Context: an optimization exercise on an open-source flow, tuned for small area, a short achievable clock period and few clock cycles. The choices shown serve that exercise and are no tape-out recipe.

## lagoon
==> flow/design.v <==
`timescale 1ns/10ps
module  ATCONV(
	input		clk,
	input		reset,
	output	reg	busy,
	input		ready,
	output reg	[11:0]	iaddr,
	input signed [12:0]	idata,
	output	reg 	cwr,
	output  reg	[11:0]	caddr_wr,
	output  reg [12:0] 	cdata_wr,
	output	reg 	crd,
	output reg	[11:0] 	caddr_rd,
	input 	[12:0] 	cdata_rd,
	output reg 	csel
	);
reg       run;
reg [4:0] s;
reg [3:0] sn;              
reg       par;
reg [5:0] q;
reg [2:0] p;
reg       q0, q32, q33;    
reg       wr;              
always @(posedge clk or posedge reset) begin
	if (reset) begin
		busy <= 1'b0; run <= 1'b0;
		s <= 5'd31; sn <= 4'd0; par <= 1'b1; q <= 6'd33; p <= 3'd4;
		q0 <= 1'b0; q32 <= 1'b0; q33 <= 1'b1; wr <= 1'b1;
	end else if (!run) begin
		s <= 5'd31; sn <= 4'd0; par <= 1'b1; q <= 6'd33; p <= 3'd4;
		q0 <= 1'b0; q32 <= 1'b0; q33 <= 1'b1; wr <= 1'b1;
		if (ready) begin busy <= 1'b1; run <= 1'b1; end
	end else begin
		if (s[4] && !s[0] && q32 && p == 3'd2) begin busy <= 1'b0; run <= 1'b0; end
		wr <= par & q33 & (p == 3'd3 || p == 3'd4);
		if (p == 3'd5) begin
			p <= 3'd0;
			if (q33) begin
				q <= 6'd0; par <= ~par;
				q0 <= 1'b1; q32 <= 1'b0; q33 <= 1'b0;
				if (par) begin s <= s + 5'd1; sn <= sn + 4'd1; end
			end else begin
				q <= q + 6'd1;
				q0 <= 1'b0; q32 <= (q == 6'd31); q33 <= q32;
			end
		end else p <= p + 3'd1;
	end
end
wire        pr   = p[2];
wire [3:0]  sr   = wr ? sn : s[3:0];
wire [2:0]  S    = sr[3:1];
reg  [5:0]  rowc;
always @(*) begin
	case (p)
		3'd4:    rowc = (S == 3'd0) ? 6'd0 : {S - 3'd1, 2'd3, sr[0]};   
		3'd5:    rowc = {S, 2'd0, sr[0]};                              
		3'd0:    rowc = {S, 2'd1, sr[0]};
		3'd1:    rowc = {S, 2'd2, sr[0]};
		3'd2:    rowc = {S, 2'd3, sr[0]};
		default: rowc = (S == 3'd7) ? 6'd63 : {S + 3'd1, 2'd0, sr[0]};   
	endcase
end
wire [5:0]  colc = pr ? (q33 ? 6'd0  : (q32 ? 6'd63 : {q[4:0], par}))
                      : (q0  ? 6'd0  : (q33 ? 6'd63 : {q[4:0] - 5'd1, par}));
always @(posedge clk) iaddr <= {rowc, colc};
reg [11:0] D  [0:4];
reg [11:2] Dh [5:11];
reg [10:0] Eb;
reg [12:0] Ga, R6, X;
integer k;
always @(posedge clk) begin
	D[0] <= idata[11:0];
	for (k = 1; k <= 4; k = k + 1) D[k] <= D[k-1];
	Dh[5] <= D[4][11:2];
	for (k = 6; k <= 11; k = k + 1) Dh[k] <= Dh[k-1];
	Ga <= ~{1'b0, D[4]} + {4'b0, D[3][11:3]} + {4'b0, Dh[5][11:3]} + 13'd12;
	Eb <= {3'b0, Dh[9][11:4]} + {1'b0, Dh[10][11:2]} + {3'b0, Dh[11][11:4]};
	R6 <= Ga + {2'b0, Eb};
	X  <= R6 + {3'b0, D[0][11:2]} + {5'b0, D[1][11:4]};
end
wire [12:0] W    = X + {5'b0, D[0][11:4]};
wire [12:0] relu = {1'b0, W[12] ? ~W[11:0] : 12'd0};
wire [3:0]  sm1  = s[3:0] - 4'd1;
wire [3:0]  lsA  = par ? s[3:0] : sm1;
wire        hA   = q[0];
wire [4:0]  CA   = par ? q[5:1] - 5'd1 : {1'b1, q[4:1]};
wire [3:0]  lsW  = par ? s[3:0] : sm1;
wire        hW   = ~q[0];
wire [5:0]  qW   = par ? q - 6'd3 : q + 6'd31;
wire [4:0]  CW   = qW[5:1];
wire        actW = par ? (q >= 6'd3) : (q <= 6'd32);
wire        validW = actW & (par ? ~s[4] : (s[4:0] != 5'd0 && s[4:0] != 5'd31));
wire        firstW = ~lsW[0];
reg [12:0] accA, accB, heldA;
wire [2:0]  pc  = (p == 3'd0) ? 3'd5 : p - 3'd1;    
wire [11:0] rd  = cdata_rd[11:0];
wire [12:0] rdr = {{1'b0, rd[11:4]} + {8'b0, |rd[3:0]}, 4'b0};
always @(posedge clk) begin
	case (pc)
		3'd1: heldA <= cdata_rd;
		3'd2: accA <= rdr;
		3'd3: if ({1'b0, rd} > accA) accA <= rdr;
		3'd4: accB <= rdr;
		3'd5: if ({1'b0, rd} > accB) accB <= rdr;
		default: ;
	endcase
end
wire [12:0] VA = (!firstW && heldA > accA) ? heldA : accA;
wire [12:0] VB = (!firstW && cdata_rd > accB) ? cdata_rd : accB;
always @(posedge clk) begin
	crd <= 1'b1;
	if (p == 3'd0) begin
		cwr <= run & validW; csel <= 1'b1;
		caddr_wr <= {2'b0, lsW[3:1], hW, 1'b0, CW};
		caddr_rd <= {2'b0, lsW[3:1], hW, 1'b1, CW};
		cdata_wr <= VA;
	end else if (p == 3'd1) begin
		cwr <= run & validW; csel <= 1'b1;
		caddr_wr <= {2'b0, lsW[3:1], hW, 1'b1, CW};
		caddr_rd <= {2'b0, lsA[3:1], hA, 1'b0, CA};
		cdata_wr <= VB;
	end else begin
		cwr <= run & ~s[4] & (q >= 6'd2); csel <= 1'b0;
		caddr_wr <= {s[3:1], p[1:0] - 2'd2, s[0], q[4:0] - 5'd2, par};
		caddr_rd <= {lsA[3:1], hA, p[2], lsA[0], CA, p[0]};
		cdata_wr <= relu;
	end
end
endmodule
make LEC_CHECK=0 CAP_MARGIN=20 CORE_MARGIN=2 CORE_UTILIZATION=40 SETUP_SLACK_MARGIN=3.5 SLEW_MARGIN=20 finish   # period 6.5 ns
run.sh (not shown) runs the stock make flow with config.mk's settings and CLKGATE_MAP_FILE= SYNTH_SCRIPT=/design/flow/synth_recipe.tcl, a recipe that flattens the netlist after the stock synthesis.
Here is what was changed in the inputs of sierra compared with lagoon.
-- flow/design.v --
<<< lagoon, line 65
                      : (q0  ? 6'd0  : (q33 ? 6'd63 : {q[4:0] - 5'd1, par}));
always @(posedge clk) iaddr <= {rowc, colc};
reg [11:0] D  [0:4];
reg [11:2] Dh [5:11];
reg [10:0] Eb;
reg [12:0] Ga, R6, X;
>>> sierra, line 65
                      : (q0  ? 6'd0  : (q33 ? 6'd63 : {q[4:0] - 5'd1, par}));
always @(posedge clk) iaddr <= {rowc, colc};
reg [11:0] D  [0:5];
reg [11:2] Dh [6:11];
reg [10:0] Eb;
reg [12:0] Ga, R6, X;
<<< lagoon, line 72
always @(posedge clk) begin
	D[0] <= idata[11:0];
	for (k = 1; k <= 4; k = k + 1) D[k] <= D[k-1];
	Dh[5] <= D[4][11:2];
	for (k = 6; k <= 11; k = k + 1) Dh[k] <= Dh[k-1];
	Ga <= ~{1'b0, D[4]} + {4'b0, D[3][11:3]} + {4'b0, Dh[5][11:3]} + 13'd12;
	Eb <= {3'b0, Dh[9][11:4]} + {1'b0, Dh[10][11:2]} + {3'b0, Dh[11][11:4]};
	R6 <= Ga + {2'b0, Eb};
	X  <= R6 + {3'b0, D[0][11:2]} + {5'b0, D[1][11:4]};
end
wire [12:0] W    = X + {5'b0, D[0][11:4]};
wire [12:0] relu = {1'b0, W[12] ? ~W[11:0] : 12'd0};
wire [3:0]  sm1  = s[3:0] - 4'd1;
wire [3:0]  lsA  = par ? s[3:0] : sm1;
>>> sierra, line 72
always @(posedge clk) begin
	D[0] <= idata[11:0];
	for (k = 1; k <= 5; k = k + 1) D[k] <= D[k-1];
	Dh[6] <= D[5][11:2];
	for (k = 7; k <= 11; k = k + 1) Dh[k] <= Dh[k-1];
	Ga <= {1'b0, D[4]} - {4'b0, D[3][11:3]} - {4'b0, D[5][11:3]} - 13'd12;
	Eb <= {3'b0, Dh[9][11:4]} + {1'b0, Dh[10][11:2]} + {3'b0, Dh[11][11:4]};
	R6 <= Ga - {2'b0, Eb};
	X  <= R6 - {3'b0, D[0][11:2]} - {5'b0, D[1][11:4]};
end
wire [12:0] V    = X - {5'b0, D[0][11:4]};
wire [12:0] relu = V[12] ? 13'd0 : V;
wire [3:0]  sm1  = s[3:0] - 4'd1;
wire [3:0]  lsA  = par ? s[3:0] : sm1;
- Delta(multi-input logic cell count, sierra - lagoon) < 0
- Relative to lagoon, the fraction of the mapped netlist area in compound gates of sierra is higher by 0.61 points.
- Between lagoon and sierra, the flow reports largest net degree at the start of global routing decreasing by more than 10%.
- On initial cell density of the core, sierra tracks lagoon almost exactly.
- Status: endpoint arrival time on the critical path parity (sierra, lagoon)
- Diff sierra..lagoon | proportion of cell area occupied by registers | negligible
- [compare] base=lagoon new=sierra: clock buffer count in the final layout went down about 9%, non-clock buffer count went up 2, minimum setup slack in the final design went down 0.0046 ns, routed wire length went down 4.4%, distinct cell type count after synthesis went up 5.
- Diff sierra..lagoon | die area | negligible
Function was not checked in any run of this note: the RTL went through the layout flow alone.

separate check: timing with driven ports:
How much do the figures lean on ideal ports? The routed layouts below were timed once more, with nothing changed but the port constraints.
Step 1 (the two cells are an assumption about what drives the block):
set clk [get_ports {clk}]
set_driving_cell -lib_cell sky130_fd_sc_hd__clkbuf_16 $clk
set_driving_cell -lib_cell sky130_fd_sc_hd__buf_2 [delete_from_list [all_inputs] $clk]
Step 2 also shifts input and output timing later by t, the mid clock arrival at the registers, as if the neighbouring blocks saw the same clock.
Three values: no drivers, after step 1, after step 2; two values: the first two.
| run | t (ns) | setup WS [ns] | worst setup path at the end | cell pins on the clock port's net |
|---|---|---|---|---|
| lagoon | 0.596 | 3.559 / 3.587 / 2.991 | input to register | 1 |
| sierra | 0.595 | 3.554 / 3.554 / 3.022 | input to register | 1 |
After both steps every run listed still meets setup and hold. The setup slack of lagoon, which loses most, moves by +0.028 ns with the drivers and by -0.568 ns with both steps.
